What follows belongs to an exercise in optimizing a design on an open flow for small area and a short achievable clock period; a production flow would make more cautious choices.
No functional check of the RTL was part of any run shown here.
Power figures rest on the tool's default switching activity, not on a simulated workload.

==> flow/flow/run.sh <==
#!/bin/bash
# The standard layout (the standard.sh, unchanged synthesis), with two
# optimisation knobs: port buffers of a normal buffer cell instead of the
# delay cell buffer_ports picks by default, and a setup margin so that the
# resizer's repair works towards a shorter period than the 10 ns constraint.
# The constraints (constraint.sdc) are not changed.
set -euo pipefail
bash standard.sh \
  "BUFFER_PORTS_ARGS=-buffer_cell sky130_fd_sc_hd__buf_2" \
  SETUP_SLACK_MARGIN=${MARGIN:-7.0} \
  ABC_LOAD_IN_FF=1 \
  finish > make_finish.log 2>&1
==> flow/standard.sh <==
#!/bin/bash
# synth_recipe.tcl (not shown) runs the flow's synth.tcl, then flattens the netlist and writes it again
# the make line also repeats each setting of config.mk as NAME=value (left out here)
make -C /OpenROAD-flow-scripts/flow DESIGN_CONFIG=/design/flow/config.mk WORK_HOME=/design/flow/orfs CLKGATE_MAP_FILE= SYNTH_SCRIPT=/design/flow/synth_recipe.tcl "${@:-finish}"
==> flow/config.mk <==
export PLATFORM = sky130hd
export DESIGN_NAME = Viterbi_Decoder
export DESIGN_NICKNAME = Viterbi_Decoder
export VERILOG_FILES = /design/flow/design.v
export SDC_FILE = /design/flow/constraint.sdc
export NUM_CORES = 4
export LEC_CHECK = 0
export CAP_MARGIN = 20
export CORE_MARGIN = 2
export CORE_UTILIZATION = 40
export CTS_CLUSTER_DIAMETER = 200
export CTS_CLUSTER_SIZE = 64
export SLEW_MARGIN = 20
export SYNTH_HIERARCHICAL = 1
export SYNTH_MINIMUM_KEEP_SIZE = 0
==> flow/constraint.sdc <==
create_clock -name core_clock -period 10.0 [get_ports {clk}]
set_input_delay 2.0000 -clock core_clock [delete_from_list [all_inputs] [get_ports {clk}]]
set_output_delay 2.0000 -clock core_clock [all_outputs]
set_load 0.01 [all_outputs]
==> flow/design.v <==
module Viterbi_Decoder(
    input [1:0] encoded_signal,
    input clk,
    input reset,
    output wire decoded_signal
);
  reg        t, tp;
  reg [2:0]  e, f;
  reg [2:0]  dr;        
  reg [35:0] re;        
  reg [3:0]  cnt;       
  reg        dec;
  wire [12:0] X, Y;
  vd_tables tables (.t(t), .e(e), .f(f), .X(X), .Y(Y));
  wire d0 = dr[0];
  wire d1 = dr[1];
  wire g10 = ~d1 & tp;
  wire g11 = d1 & ~tp;
  wire g12 = ~(g10 | g11);
  wire g20 = ~dr[2] & (tp | ~t);
  wire g21 = dr[2] & ~(tp & t);
  wire g22 = ~(g20 | g21);
  wire [35:0] ren;
  genvar k;
  generate
    for (k = 0; k < 12; k = k + 1) begin : st
      vd_col col (.s(re[3*k +: 3]), .d0(d0), .g10(g10), .g11(g11), .g12(g12),
                  .g20(g20), .g21(g21), .g22(g22), .n(ren[3*k +: 3]));
    end
  endgenerate
  wire [2:0] s13 = ren[35:33];
  wire o00, o11, o10, o01;
  vd_out outs (.s(s13), .i00(X[3:2]), .i11(X[1:0]), .i10(Y[3:2]), .i01(Y[1:0]),
               .o00(o00), .o11(o11), .o10(o10), .o01(o01));
  wire c0 = encoded_signal[0];
  wire c1 = encoded_signal[1];
  wire [2:0] en, fn, dn;
  wire       decn;
  vd_sel sel (.c0(c0), .c1(c1), .reset(reset), .v14(cnt[3:1] == 3'b111), .X(X), .Y(Y),
              .o00(o00), .o11(o11), .o10(o10), .o01(o01), .en(en), .fn(fn), .dn(dn), .decn(decn));
  always @(posedge clk) begin
    if (reset) begin
      t   <= 1'b0;
      e   <= 3'b101;    
      f   <= 3'b000;    
      cnt <= 4'd0;
    end else begin
      t   <= c0 ^ c1;
      e   <= en;
      f   <= fn;
      if (cnt != 4'd15) cnt <= cnt + 4'd1;
    end
    tp  <= t;
    dr  <= dn;
    re  <= {ren[32:0], dr};
    dec <= decn;
  end
  assign decoded_signal = dec;
endmodule
module vd_tables(
    input t,
    input [2:0] e,
    input [2:0] f,
    output [12:0] X,
    output [12:0] Y
);
  wire g_new_n34, g_new_n35, g_new_n36, g_new_n37, g_new_n38, g_new_n39, g_new_n40, g_new_n41, g_new_n42, g_new_n43, g_new_n44, g_new_n45, g_new_n46, g_new_n47, g_new_n49, g_new_n50, g_new_n51, g_new_n52, g_new_n53, g_new_n54, g_new_n56, g_new_n57, g_new_n58, g_new_n59, g_new_n60, g_new_n61, g_new_n63, g_new_n64, g_new_n65, g_new_n66, g_new_n68, g_new_n70, g_new_n71, g_new_n73, g_new_n74, g_new_n75, g_new_n76, g_new_n77, g_new_n80, g_new_n81, g_new_n82, g_new_n83, g_new_n85, g_new_n86, g_new_n87, g_new_n88, g_new_n89, g_new_n90, g_new_n92, g_new_n95, g_new_n96, g_new_n97, g_new_n98, g_new_n99, g_new_n100, g_new_n104, g_new_n105, g_new_n106, g_new_n108, g_new_n111, g_new_n112, g_new_n115, g_new_n116, g_new_n117, g_new_n119, g_new_n120, g_new_n121, g_new_n122, g_new_n124, g_new_n126, g_new_n127, g_new_n129;
  vc_inv_1 gg00 (.A(f[0]), .Y(g_new_n34));
  vc_inv_1 gg01 (.A(f[2]), .Y(g_new_n35));
  vc_nor2_1 gg02 (.A(f[1]), .B(g_new_n35), .Y(g_new_n36));
  vc_inv_1 gg03 (.A(g_new_n36), .Y(g_new_n37));
  vc_inv_1 gg04 (.A(t), .Y(g_new_n38));
  vc_inv_1 gg05 (.A(e[2]), .Y(g_new_n39));
  vc_nor2_1 gg06 (.A(g_new_n38), .B(g_new_n39), .Y(g_new_n40));
  vc_nand2_1 gg07 (.A(g_new_n37), .B(g_new_n40), .Y(g_new_n41));
  vc_nor2_1 gg08 (.A(e[0]), .B(e[1]), .Y(g_new_n42));
  vc_inv_1 gg09 (.A(g_new_n42), .Y(g_new_n43));
  vc_nor2_1 gg10 (.A(t), .B(e[2]), .Y(g_new_n44));
  vc_inv_1 gg11 (.A(g_new_n44), .Y(g_new_n45));
  vc_nand2_1 gg12 (.A(g_new_n41), .B(f[2]), .Y(g_new_n46));
  vc_inv_1 gg13 (.A(g_new_n46), .Y(g_new_n47));
  vc_a32oi_1 gg14 (.A1(g_new_n41), .A2(g_new_n43), .A3(g_new_n45), .B1(g_new_n47), .B2(g_new_n34), .Y(X[0]));
  vc_inv_1 gg15 (.A(e[0]), .Y(g_new_n49));
  vc_nor2_1 gg16 (.A(g_new_n38), .B(g_new_n49), .Y(g_new_n50));
  vc_inv_1 gg17 (.A(f[1]), .Y(g_new_n51));
  vc_nor2_1 gg18 (.A(g_new_n34), .B(g_new_n51), .Y(g_new_n52));
  vc_inv_1 gg19 (.A(g_new_n52), .Y(g_new_n53));
  vc_o21ai_0 gg20 (.A1(g_new_n50), .A2(g_new_n53), .B1(g_new_n47), .Y(g_new_n54));
  vc_inv_1 gg21 (.A(g_new_n54), .Y(X[1]));
  vc_nor2_1 gg22 (.A(g_new_n38), .B(g_new_n35), .Y(g_new_n56));
  vc_nor2_1 gg23 (.A(g_new_n39), .B(g_new_n51), .Y(g_new_n57));
  vc_nor2_1 gg24 (.A(g_new_n35), .B(g_new_n57), .Y(g_new_n58));
  vc_nor2_1 gg25 (.A(g_new_n56), .B(g_new_n58), .Y(g_new_n59));
  vc_nor2_1 gg26 (.A(t), .B(g_new_n49), .Y(g_new_n60));
  vc_nor2_1 gg27 (.A(g_new_n60), .B(g_new_n53), .Y(g_new_n61));
  vc_nor2_1 gg28 (.A(g_new_n61), .B(g_new_n59), .Y(X[3]));
  vc_inv_1 gg29 (.A(e[1]), .Y(g_new_n63));
  vc_nor2_1 gg30 (.A(e[2]), .B(g_new_n63), .Y(g_new_n64));
  vc_inv_1 gg31 (.A(g_new_n64), .Y(g_new_n65));
  vc_inv_1 gg32 (.A(g_new_n40), .Y(g_new_n66));
  vc_o21ai_0 gg33 (.A1(g_new_n42), .A2(g_new_n45), .B1(g_new_n66), .Y(Y[4]));
  vc_inv_1 gg34 (.A(Y[4]), .Y(g_new_n68));
  vc_a21oi_1 gg35 (.A1(X[3]), .A2(g_new_n65), .B1(g_new_n68), .Y(X[2]));
  vc_nor2_1 gg36 (.A(t), .B(f[2]), .Y(g_new_n70));
  vc_o21ai_0 gg37 (.A1(f[0]), .A2(f[1]), .B1(g_new_n70), .Y(g_new_n71));
  vc_o21ai_0 gg38 (.A1(g_new_n38), .A2(g_new_n35), .B1(g_new_n71), .Y(X[4]));
  vc_nor2_1 gg39 (.A(g_new_n44), .B(g_new_n40), .Y(g_new_n73));
  vc_nor2_1 gg40 (.A(g_new_n38), .B(g_new_n63), .Y(g_new_n74));
  vc_inv_1 gg41 (.A(g_new_n74), .Y(g_new_n75));
  vc_nor2_1 gg42 (.A(g_new_n49), .B(g_new_n63), .Y(g_new_n76));
  vc_o21ai_0 gg43 (.A1(t), .A2(g_new_n76), .B1(g_new_n75), .Y(g_new_n77));
  vc_nand2_1 gg44 (.A(g_new_n77), .B(g_new_n73), .Y(X[5]));
  vc_nor2_1 gg45 (.A(g_new_n77), .B(g_new_n68), .Y(X[6]));
  vc_nor2_1 gg46 (.A(g_new_n34), .B(g_new_n35), .Y(g_new_n80));
  vc_xor2_1 gg47 (.A(g_new_n60), .B(g_new_n80), .X(g_new_n81));
  vc_o211ai_1 gg48 (.A1(f[2]), .A2(X[5]), .B1(e[0]), .C1(g_new_n81), .Y(g_new_n82));
  vc_a21oi_1 gg49 (.A1(g_new_n57), .A2(g_new_n63), .B1(g_new_n64), .Y(g_new_n83));
  vc_o211ai_1 gg50 (.A1(e[0]), .A2(g_new_n80), .B1(g_new_n83), .C1(g_new_n82), .Y(X[7]));
  vc_inv_1 gg51 (.A(g_new_n76), .Y(g_new_n85));
  vc_a21oi_1 gg52 (.A1(g_new_n85), .A2(e[2]), .B1(g_new_n35), .Y(g_new_n86));
  vc_nor2_1 gg53 (.A(g_new_n49), .B(g_new_n39), .Y(g_new_n87));
  vc_inv_1 gg54 (.A(g_new_n87), .Y(g_new_n88));
  vc_a21oi_1 gg55 (.A1(g_new_n43), .A2(g_new_n88), .B1(g_new_n86), .Y(g_new_n89));
  vc_nor3_1 gg56 (.A(g_new_n36), .B(g_new_n70), .C(g_new_n89), .Y(g_new_n90));
  vc_o22ai_1 gg57 (.A1(g_new_n53), .A2(g_new_n75), .B1(g_new_n56), .B2(g_new_n90), .Y(X[8]));
  vc_nor2_1 gg58 (.A(g_new_n70), .B(g_new_n40), .Y(g_new_n92));
  vc_o21bai_1 gg59 (.A1(X[3]), .A2(g_new_n92), .B1_N(g_new_n89), .Y(X[9]));
  vc_nand2_1 gg60 (.A(g_new_n81), .B(g_new_n83), .Y(X[10]));
  vc_nor2_1 gg61 (.A(t), .B(g_new_n76), .Y(g_new_n95));
  vc_nor2_1 gg62 (.A(t), .B(g_new_n63), .Y(g_new_n96));
  vc_nor2_1 gg63 (.A(g_new_n51), .B(g_new_n96), .Y(g_new_n97));
  vc_nor3_1 gg64 (.A(t), .B(g_new_n42), .C(g_new_n52), .Y(g_new_n98));
  vc_nor2_1 gg65 (.A(g_new_n44), .B(g_new_n56), .Y(g_new_n99));
  vc_a21oi_1 gg66 (.A1(g_new_n54), .A2(g_new_n99), .B1(g_new_n89), .Y(g_new_n100));
  vc_o22ai_1 gg67 (.A1(g_new_n97), .A2(g_new_n98), .B1(g_new_n95), .B2(g_new_n100), .Y(X[11]));
  vc_inv_1 gg68 (.A(g_new_n100), .Y(X[12]));
  vc_nor2_1 gg69 (.A(g_new_n73), .B(g_new_n86), .Y(Y[0]));
  vc_inv_1 gg70 (.A(g_new_n86), .Y(g_new_n104));
  vc_nor3_1 gg71 (.A(e[1]), .B(f[0]), .C(f[1]), .Y(g_new_n105));
  vc_nand2_1 gg72 (.A(g_new_n105), .B(t), .Y(g_new_n106));
  vc_nand2_1 gg73 (.A(g_new_n104), .B(g_new_n106), .Y(Y[1]));
  vc_inv_1 gg74 (.A(g_new_n70), .Y(g_new_n108));
  vc_o41ai_1 gg75 (.A1(t), .A2(e[2]), .A3(f[0]), .A4(f[1]), .B1(g_new_n104), .Y(Y[3]));
  vc_o22ai_1 gg76 (.A1(g_new_n51), .A2(g_new_n108), .B1(g_new_n73), .B2(Y[3]), .Y(Y[2]));
  vc_nor2_1 gg77 (.A(t), .B(g_new_n52), .Y(g_new_n111));
  vc_nor2_1 gg78 (.A(f[2]), .B(g_new_n51), .Y(g_new_n112));
  vc_o21ai_0 gg79 (.A1(g_new_n112), .A2(g_new_n111), .B1(g_new_n108), .Y(Y[5]));
  vc_a21oi_1 gg80 (.A1(g_new_n108), .A2(g_new_n37), .B1(g_new_n111), .Y(Y[6]));
  vc_nor2_1 gg81 (.A(g_new_n36), .B(g_new_n112), .Y(g_new_n115));
  vc_nand3_1 gg82 (.A(g_new_n87), .B(t), .C(f[0]), .Y(g_new_n116));
  vc_o21ai_0 gg83 (.A1(g_new_n38), .A2(g_new_n34), .B1(g_new_n88), .Y(g_new_n117));
  vc_nand3_1 gg84 (.A(g_new_n117), .B(g_new_n115), .C(g_new_n116), .Y(Y[7]));
  vc_nor2_1 gg85 (.A(g_new_n51), .B(g_new_n85), .Y(g_new_n119));
  vc_a21oi_1 gg86 (.A1(g_new_n80), .A2(g_new_n39), .B1(g_new_n105), .Y(g_new_n120));
  vc_nand2_1 gg87 (.A(g_new_n120), .B(t), .Y(g_new_n121));
  vc_nor2_1 gg88 (.A(g_new_n119), .B(g_new_n121), .Y(g_new_n122));
  vc_a31oi_1 gg89 (.A1(e[2]), .A2(g_new_n37), .A3(g_new_n96), .B1(g_new_n122), .Y(Y[8]));
  vc_a31oi_1 gg90 (.A1(g_new_n39), .A2(g_new_n34), .A3(g_new_n51), .B1(g_new_n58), .Y(g_new_n124));
  vc_o21ai_0 gg91 (.A1(g_new_n99), .A2(g_new_n122), .B1(g_new_n124), .Y(Y[9]));
  vc_o21ai_0 gg92 (.A1(t), .A2(g_new_n34), .B1(g_new_n88), .Y(g_new_n126));
  vc_nand3_1 gg93 (.A(g_new_n87), .B(g_new_n38), .C(f[0]), .Y(g_new_n127));
  vc_nand3_1 gg94 (.A(g_new_n126), .B(g_new_n115), .C(g_new_n127), .Y(Y[10]));
  vc_nor2_1 gg95 (.A(t), .B(g_new_n119), .Y(g_new_n129));
  vc_a22oi_1 gg96 (.A1(g_new_n120), .A2(g_new_n129), .B1(X[0]), .B2(g_new_n74), .Y(Y[11]));
  vc_o31ai_1 gg97 (.A1(g_new_n40), .A2(g_new_n70), .A3(g_new_n95), .B1(g_new_n124), .Y(Y[12]));
endmodule
module vd_col(
    input [2:0] s,
    input d0, g10, g11, g12, g20, g21, g22,
    output [2:0] n
);
  assign n[0] = ~(d0 ? s[1] : s[0]);
  assign n[1] = ~((g10 & s[0]) | (g11 & s[1]) | (g12 & s[2]));
  assign n[2] = ~((g20 & s[0]) | (g21 & s[1]) | (g22 & s[2]));
endmodule
module vd_out(
    input [2:0] s,
    input [1:0] i00, i11, i10, i01,
    output o00, o11, o10, o01
);
  function pick(input [2:0] v, input [1:0] i);
    pick = i[1] ? v[2] : (i[0] ? v[1] : v[0]);
  endfunction
  assign o00 = pick(s, i00);
  assign o11 = pick(s, i11);
  assign o10 = pick(s, i10);
  assign o01 = pick(s, i01);
endmodule
module vd_sel(
    input c0, c1, reset, v14,
    input [12:0] X,
    input [12:0] Y,
    input o00, o11, o10, o01,
    output [2:0] en,
    output [2:0] fn,
    output [2:0] dn,
    output decn
);
  assign en = c1 ? (c0 ? X[9:7]   : Y[9:7])   : (c0 ? Y[12:10] : X[12:10]);
  assign fn = c1 ? (c0 ? X[12:10] : Y[12:10]) : (c0 ? Y[9:7]   : X[9:7]);
  assign dn = c1 ? (c0 ? {X[6], X[4], X[5]} : {Y[6], Y[5], Y[4]})
                 : (c0 ? {Y[5], Y[6], Y[4]} : {X[5], X[4], X[6]});
  wire on = c1 ? (c0 ? o11 : o01) : (c0 ? o10 : o00);
  assign decn = ~reset & v14 & on;
endmodule
module vc_a21oi_1(input A1, input A2, input B1, output Y);
  assign Y = (~A1&~B1) | (~A2&~B1);
endmodule
module vc_a22oi_1(input A1, input A2, input B1, input B2, output Y);
  assign Y = (~A1&~B1) | (~A1&~B2) | (~A2&~B1) | (~A2&~B2);
endmodule
module vc_a31oi_1(input A1, input A2, input A3, input B1, output Y);
  assign Y = (~A1&~B1) | (~A2&~B1) | (~A3&~B1);
endmodule
module vc_a32oi_1(input A1, input A2, input A3, input B1, input B2, output Y);
  assign Y = (~A1&~B1) | (~A1&~B2) | (~A2&~B1) | (~A3&~B1) | (~A2&~B2) | (~A3&~B2);
endmodule
module vc_inv_1(input A, output Y);
  assign Y = (~A);
endmodule
module vc_nand2_1(input A, input B, output Y);
  assign Y = (~A) | (~B);
endmodule
module vc_nand3_1(input A, input B, input C, output Y);
  assign Y = (~A) | (~B) | (~C);
endmodule
module vc_nor2_1(input A, input B, output Y);
  assign Y = (~A&~B);
endmodule
module vc_nor3_1(input A, input B, input C, output Y);
  assign Y = (~A&~B&~C);
endmodule
module vc_o211ai_1(input A1, input A2, input B1, input C1, output Y);
  assign Y = (~A1&~A2) | (~B1) | (~C1);
endmodule
module vc_o21ai_0(input A1, input A2, input B1, output Y);
  assign Y = (~A1&~A2) | (~B1);
endmodule
module vc_o21bai_1(input A1, input A2, input B1_N, output Y);
  assign Y = (~A1&~A2) | (B1_N);
endmodule
module vc_o22ai_1(input A1, input A2, input B1, input B2, output Y);
  assign Y = (~B1&~B2) | (~A1&~A2);
endmodule
module vc_o31ai_1(input A1, input A2, input A3, input B1, output Y);
  assign Y = (~A1&~A2&~A3) | (~B1);
endmodule
module vc_o41ai_1(input A1, input A2, input A3, input A4, input B1, output Y);
  assign Y = (~A1&~A2&~A3&~A4) | (~B1);
endmodule
module vc_xor2_1(input A, input B, output X);
  assign X = (A&~B) | (~A&B);
endmodule
==> flow_metrics.env, run 1 <==
export IMPL_ios=5
export IMPL_worst_skew_pair_late_latency_ns=0.29
export IMPL_grt_max_degree=20
export IMPL_yosys_top_cells_area="dfxtp_1 43%, a222oi_1 9.9%, mux2i_1 8.3%"
export IMPL_fill_cells=580
export IMPL_synth_top_area_share_pct=43.1
export IMPL_fp_dieH_um=81.7
export IMPL_place_congestion=0.958
export IMPL_tightest_slew_ns=1.01
export IMPL_clkSlewWorstSetupHoldPaths_ns=0.08
export IMPL_cts_tree="built"
export IMPL_status="timing/DRC/antenna clean"
export IMPL_rsz0062_at_grt="false"
export IMPL_grt_pass1_wl_um=8540
export IMPL_wirelength_um=5170
export IMPL_slew_violations=0
export IMPL_nNetsFinal=265
export IMPL_clock_sinks=52
export IMPL_syn_inst=249
export IMPL_grtUsageTotal_pct=16.5
export IMPL_rows=28
export IMPL_synth_common_cells="52 x dfxtp_1, 35 x nor2_1, 25 x inv_1, 24 x a222oi_1, 20 x mux2i_1"
export IMPL_fin_worst_skew_ns=0.00552
export IMPL_post_route_period_util_pct=28.5
export IMPL_seq_area_frac_synth_pct=43.1
export IMPL_drv_cap=0
export IMPL_cp_cell_sequence="clkbuf_4, mux4_2, or2_2"
export IMPL_power_switching_mw=0.350
export IMPL_dr_pass1_iters=8
export IMPL_syn_to_final_growth_pct=7.51
export IMPL_htree_num_levels=2
export IMPL_post_cts_setup_buffer_count=0
export IMPL_die_x_um=81.7
export IMPL_hold_path_class="reg -> reg"
export IMPL_ant_nets=0
export IMPL_drc_errors=0
export IMPL_slew_headroom_pct=32.4
export IMPL_grt_pass1_vias=1750
export IMPL_ir_worst_vdd_v=0.000110
export IMPL_grt_ovfl_total=0
export IMPL_crit_fanout=13
export IMPL_worstSetupPathType="in -> reg"
export IMPL_internal_power_mw=0.538
export IMPL_hpwl_um=3700
export IMPL_placeableCoreArea_sq_um=5890
export IMPL_synth_edf_count=0
export IMPL_async_flop_share_pct=0
export IMPL_wl_per_cell_um=15.5
export IMPL_drive_gt1_share_pct=8.91
export IMPL_syn_area_per_cell_sq_um=9.71
export IMPL_p_per_area_nw_per_um2=342
export IMPL_cp_start_kind="primary input"
export IMPL_finalSetupViolCount=0
export IMPL_cp_slowest_cell="mux4_2"
export IMPL_clockBufferDepth=2
export IMPL_seq_power_share_pct=43.7
export IMPL_antenna_found_initial=0
export IMPL_routed_via_count=1983
export IMPL_synth_most_common_cell="dfxtp_1"
export IMPL_ys_ff_latch=52
export IMPL_power_frac_clock_pct=12.2
export IMPL_yosysWarnings=8
export IMPL_fin_setup_tns_ns=0
export IMPL_cp_arrival_ns=3.03
export IMPL_synth_fp_nets=256
export IMPL_critPathMaxStageDelay_ns=0.51
export IMPL_critical_path_required_ns=10.18
export IMPL_final_hold_violation_count=0
export IMPL_synth_area_sq_um=2420
export IMPL_drtIter0Drc=205
export IMPL_layout_cells_non_filler=333
export IMPL_cts_buffers=5
export IMPL_diodes=0
export IMPL_yosysTopAreaCell="dfxtp_1"
export IMPL_cts_root_buf="clkbuf_8"
export IMPL_swShare_pct=39.4
export IMPL_ys_flop_type="dfxtp_1"
export IMPL_end_kind="flip-flop"
export IMPL_viasPerCell=5.95
export IMPL_start_util_pct=41.1
export IMPL_power_leakage_nw=1.05
export IMPL_multi_input_area_sq_um=1260
export IMPL_port_buffers=4
export IMPL_die_area_sq_um=6680
export IMPL_ys_types=38
export IMPL_seqCellArea_sq_um=1040
export IMPL_period_needed_ns=2.85
export IMPL_dp_cells=326
export IMPL_max_freq_ghz=0.351
export IMPL_pwr_share_comb_pct=44.1
==> per-stage QoR <==
| step | setup WS, ns | instance area, sq um | power, mW | utilization (%) | hold slack [ns] |
|---|---|---|---|---|---|
| after floorplan | 7.01 | 2420 | 0.678 | - | 0.355 |
| after global placement | 6.75 | 2520 | 0.775 | 42.8 | 0.365 |
| after detailed placement | 6.74 | 2520 | 0.779 | 42.8 | 0.369 |
| after CTS | 7.06 | 2590 | 0.890 | 44.1 | 0.381 |
| after global routing | 7.10 | 2600 | 0.962 | 44.2 | 0.398 |
| final | 7.15 | 2600 | 0.888 | 44.2 | 0.380 |
==> Yosys stat by module, one instance, submodules excluded, excerpt <==
module,cell area [sq um],flops+latches,cells
vc_o22ai_1,6.26,0,1
vc_a32oi_1,8.76,0,1
vd_col,30.0,0,3
vc_o21bai_1,7.51,0,1
vc_xor2_1,8.76,0,1
vc_o31ai_1,7.51,0,1
vc_inv_1,3.75,0,1
vc_nor3_1,5.00,0,1
vc_a21oi_1,5.00,0,1
vc_a22oi_1,7.51,0,1
vc_nand3_1,5.00,0,1
vc_o211ai_1,7.51,0,1
vc_nor2_1,3.75,0,1
==> path summary, 6_finish.rpt <==
| kind | start | to | slack, ns | depth (start not counted) |
|---|---|---|---|---|
| min reg2reg | dr[1] | re[1] | 0.38 | 0 |
| max reg2reg | t | dec | 7.30 | 10 |
| max | encoded_signal[0] | e[2] | 7.15 | 3 |
| min | dr[1] | re[1] | 0.38 | 0 |
==> per-layer routing <==
layer	track usage [%]	vias to the layer above	share of wire, %
met3	3.52	8	6.5
met4	4.00	0	0.93
met1	23.8	936	47
met2	25.3	72	45
li1	-	967	-
met5	0	-	0
==> layout make-up <==
class,instances,area share [%]
tap,75,3.61
timing repair buffer,5,1.16
inverter,25,3.61
multi-input combinational,169,48.5
sequential,52,40.1
clock inverter,1,0.193
clock buffer,6,2.79
==> cells by family after synthesis <==
family | synth area share [%]
simple gates | 13.7
compound gates | 19.6
flops | 43.1
buf+inv | 4.76
mux | 15.9
xor+xnor | 1.45
fa+ha+maj | 1.55
==> what timing repair did <==
action                     in CTS  in global routing
setup endpoints to repair       0                  4
resized for setup               0                  2
hold buffers                    0                  0
hold endpoints to repair        0                  0
==> placed cells by master, fill, tap and decap left out, drive strengths merged, types with 4 or more instances in the layout <==
cell / instances
buf: 4
dfxtp: 52
nand3: 5
mux4: 8
nor3: 4
inv: 25
nand2: 11
nor2: 35
o21ai: 13
mux2i: 20
a222oi: 24
a21oi: 9
nor2b: 4
clkbuf: 7
==> power by group through the flow <==
stage	Sequential, mW	Clock, mW	Combinational, mW
floorplan	0.368	0	0.311
global placement	0.391	0	0.384
detailed placement	0.391	0	0.388
CTS	0.387	0.113	0.390
global route	0.402	0.121	0.439
finish	0.388	0.108	0.392
==> flip-flops by register name (all words and copies together), names as in the netlist <==
register / count
e: 3
f: 3
t: 1
dr: 3
cnt: 4
dec: 1
tp: 1
re: 36
==> worst max-delay path, delay by kind of cell <==
kind          cells  cell delay, ns
buf+inv           1            0.25
mux               1            0.51
simple gates      1            0.27
==> run 2, diff against run 1 <==
--- a/flow/config.mk
+++ b/flow/config.mk
@@ -8,8 +8,6 @@
 export CAP_MARGIN = 20
 export CORE_MARGIN = 2
 export CORE_UTILIZATION = 40
-export CTS_CLUSTER_DIAMETER = 200
-export CTS_CLUSTER_SIZE = 64
 export SLEW_MARGIN = 20
 export SYNTH_HIERARCHICAL = 1
 export SYNTH_MINIMUM_KEEP_SIZE = 0
==> run 2 against run 1 <==
  * Register-to-register slack about the same
  * Sequential power about the same
  * Still clean
  * Sequential cell count unchanged
  * Synthesized cell count unchanged
  * Count of clock-buffer cells in the layout unchanged
  * Hold slack unchanged
  * Global-route usage unchanged
  * Critical endpoint unchanged
  * Largest cell class unchanged
  * Routed wire length unchanged
==> flow_metrics.env, run 2 <==
export IMPL_routed_via_count=1983
export IMPL_fp_dieH_um=81.7
export IMPL_die_area_sq_um=6680
export IMPL_seq_area_frac_synth_pct=43.1
export IMPL_clockBufferDepth=2
export IMPL_fill_cells=580
export IMPL_clock_sinks=52
export IMPL_min_path_cells=0
export IMPL_synth_top_area_share_pct=43.1
export IMPL_rows=28
export IMPL_grt_max_degree=20
export IMPL_synth_xor_area_share_pct=1.45
export IMPL_ios=5
export IMPL_final_hold_violation_count=0
export IMPL_status="timing/DRC/antenna clean"
export IMPL_synth_compound_area_share_pct=19.6
export IMPL_viasPerCell=5.95
export IMPL_end_kind="flip-flop"
export IMPL_drtIter0Drc=205
export IMPL_async_flop_share_pct=0
export IMPL_fin_setup_tns_ns=0
export IMPL_synthMuxAreaShare_pct=15.9
export IMPL_ys_ff_latch=52
export IMPL_synth_most_common_cell="dfxtp_1"
export IMPL_nNetsFinal=265
export IMPL_ys_types=38
export IMPL_r2r_start="t"
export IMPL_syn_to_final_growth_pct=7.51
export IMPL_yosysWarnings=8
export IMPL_internal_power_mw=0.538
export IMPL_yosysTopAreaCell="dfxtp_1"
export IMPL_post_route_period_util_pct=28.5
export IMPL_rsz0062_at_grt="false"
export IMPL_grt_pass1_vias=1750
export IMPL_endpoint="e[2]"
export IMPL_reg2reg_depth=10
export IMPL_pwr_share_comb_pct=44.1
export IMPL_ff2ff_setup_slack_ns=7.30
export IMPL_syn_inst=249
export IMPL_seq_power_share_pct=43.7
export IMPL_die_x_um=81.7
export IMPL_crit_fanout=13
export IMPL_p_per_area_nw_per_um2=342
export IMPL_max_freq_ghz=0.351
export IMPL_clkSlewWorstSetupHoldPaths_ns=0.08
export IMPL_ant_nets=0
export IMPL_fin_worst_skew_ns=0.00552
export IMPL_place_congestion=0.958
export IMPL_finalSetupViolCount=0
export IMPL_critical_path_required_ns=10.18
export IMPL_synth_simple_area_share_pct=13.7
export IMPL_drive_gt1_share_pct=8.91
export IMPL_worst_skew_pair_late_latency_ns=0.29
export IMPL_placeableCoreArea_sq_um=5890
export IMPL_port_buffers=4
export IMPL_syn_area_per_cell_sq_um=9.71
export IMPL_pre_cts_slack_ns=6.74
export IMPL_post_cts_setup_buffer_count=0
export IMPL_ys_flop_type="dfxtp_1"
export IMPL_period_needed_ns=2.85
export IMPL_slew_headroom_pct=32.4
export IMPL_synthAdderAreaFrac_pct=1.55
export IMPL_grtUsageTotal_pct=16.5
export IMPL_synth_common_cells="52 x dfxtp_1, 35 x nor2_1, 25 x inv_1, 24 x a222oi_1, 20 x mux2i_1"
export IMPL_crit_start="encoded_signal[0]"
export IMPL_final_common_cell="dfxtp_1"
export IMPL_ir_worst_vdd_v=0.000110
export IMPL_synth_edf_count=0
export IMPL_wirelength_um=5170
export IMPL_cts_root_buf="clkbuf_8"
export IMPL_hold_path_class="reg -> reg"
export IMPL_power_leakage_nw=1.05
export IMPL_synth_fp_nets=256
export IMPL_setup_ws_ns=7.15
export IMPL_wl_per_cell_um=15.5
export IMPL_r2r_end="dec"
export IMPL_cp_arrival_ns=3.03
export IMPL_dr_pass1_iters=8
export IMPL_drv_cap=0
export IMPL_reg_largest_list="re: 36 flops, cnt: 4 flops"
export IMPL_grt_ovfl_total=0
export IMPL_diodes=0
export IMPL_power_switching_mw=0.350
export IMPL_design_area_sq_um=2600
export IMPL_synth_top_family_by_area="compound AO/OA/AOI/OAI gates"
export IMPL_cp_start_kind="primary input"
export IMPL_start_util_pct=41.1
export IMPL_swShare_pct=39.4
export IMPL_post_route_util_pct=44.2
export IMPL_worstSetupPathType="in -> reg"
export IMPL_cts_buffers=5
export IMPL_hpwl_um=3700
export IMPL_synth_area_sq_um=2420
export IMPL_antenna_found_initial=0
export IMPL_mostFrequentLayoutCells="51 x dfxtp_1, 35 x nor2_1, 25 x inv_1"
export IMPL_power_frac_clock_pct=12.2
export IMPL_cts_tree="built"
export IMPL_tightest_slew_ns=1.01
export IMPL_p_total_mw=0.888
export IMPL_dp_cells=326
export IMPL_drc_errors=0
export IMPL_largest_register="re"
export IMPL_yosys_top_cells_area="dfxtp_1 43%, a222oi_1 9.9%, mux2i_1 8.3%"
export IMPL_whs_ns=0.380
export IMPL_largest_reg_flops=36
export IMPL_place_area_sq_um=2520
export IMPL_slew_violations=0
export IMPL_layout_cells_non_filler=333
export IMPL_htree_num_levels=2
export IMPL_grt_pass1_wl_um=8540
[run 2: cells by family after synthesis]
kind of cell | after synthesis
xor gates and xnor gates | 4
AOI/OAI and AO/OA | 63
muxes | 28
buffers and inverters | 28
and+or+nand+nor | 71
adders and majority gates | 3
DFF | 52
[run 2: worst min path at each step]
stage	start	endpoint	slack, ns
2_1_floorplan	dr[1]	re[1]	0.35
3_3_place_gp	dr[1]	re[1]	0.36
3_5_place_dp	dr[1]	re[1]	0.37
4_1_cts	dr[1]	re[1]	0.38
5_1_grt	dr[1]	re[1]	0.40
6_report	dr[1]	re[1]	0.38
[run 2: power by group through the flow]
| stage | Clock [mW] | Sequential, mW | Combinational [mW] |
|---|---|---|---|
| floorplan | 0 | 0.368 | 0.311 |
| global placement | 0 | 0.391 | 0.384 |
| detailed placement | 0 | 0.391 | 0.388 |
| CTS | 0.113 | 0.387 | 0.390 |
| global route | 0.121 | 0.402 | 0.439 |
| finish | 0.108 | 0.388 | 0.392 |
[run 2: final cells by class]
cell class	instances	area (sq um)	share of cell area (%)
clock buffers	6	72.6	2.79
flip-flops and latches	52	1040	40.1
repair buffers	5	30.0	1.16
inverters	25	93.8	3.61
clock inverters	1	5.00	0.193
well taps	75	93.8	3.61
multi-input cells	169	1260	48.5
[run 2: repair_timing]
item                                   CTS  global route
resized for setup                        0             2
setup endpoints to repair                0             4
endpoints found under the hold margin    0             0
hold buffers                             0             0
[run 2: metal layers]
layer  vias up  GRT usage (%)  part of all wire, %
met5         -              0                    0
met4         0           4.00                 0.93
met3         8           3.52                  6.5
met2        72           25.3                   45
met1       936           23.8                   47
li1        967              -                    -
[run 2: per-module statistics from Yosys (local to each module, per instance), a selection]
module	copies in the design	cell area, sq um
Viterbi_Decoder	1	1260
vd_sel	1	274
vd_out	1	75.1
vd_col	12	30.0
vc_a32oi_1	1	8.76
vc_o41ai_1	1	8.76
vc_o21bai_1	1	7.51
vc_a22oi_1	1	7.51
vc_a31oi_1	2	6.26
vc_o21ai_0	9	5.00
vc_nor2_1	33	3.75
vc_inv_1	22	3.75
[run 2: critical path, cell delays in order]
cell and delay, ns:
clkbuf_4 0.25, mux4_2 0.51, or2_2 0.27

[what the ideal ports hide]
No port has a modelled driver above. Below, the same layouts with a new extraction and two added sets of constraints. Step 1, drivers: a clkbuf_16 drives clk and a buf_2 each remaining input, both assumed. Step 2 also shifts input and output timing later by t, the mid clock arrival at the registers, as if the neighbouring blocks saw the same clock. Slacks: ideal ports / drivers / drivers and shift; pairs: ideal ports / drivers.
run	shift t [ns]	setup slack, ns	worst setup path after step 2	worst data-port slew with drivers (ns)
run 1	0.316	7.150 / 7.153 / 6.837	input to register	0.03
run 2	0.316	7.150 / 7.153 / 6.837	input to register	0.03
After both steps setup and hold are still met in every run listed.
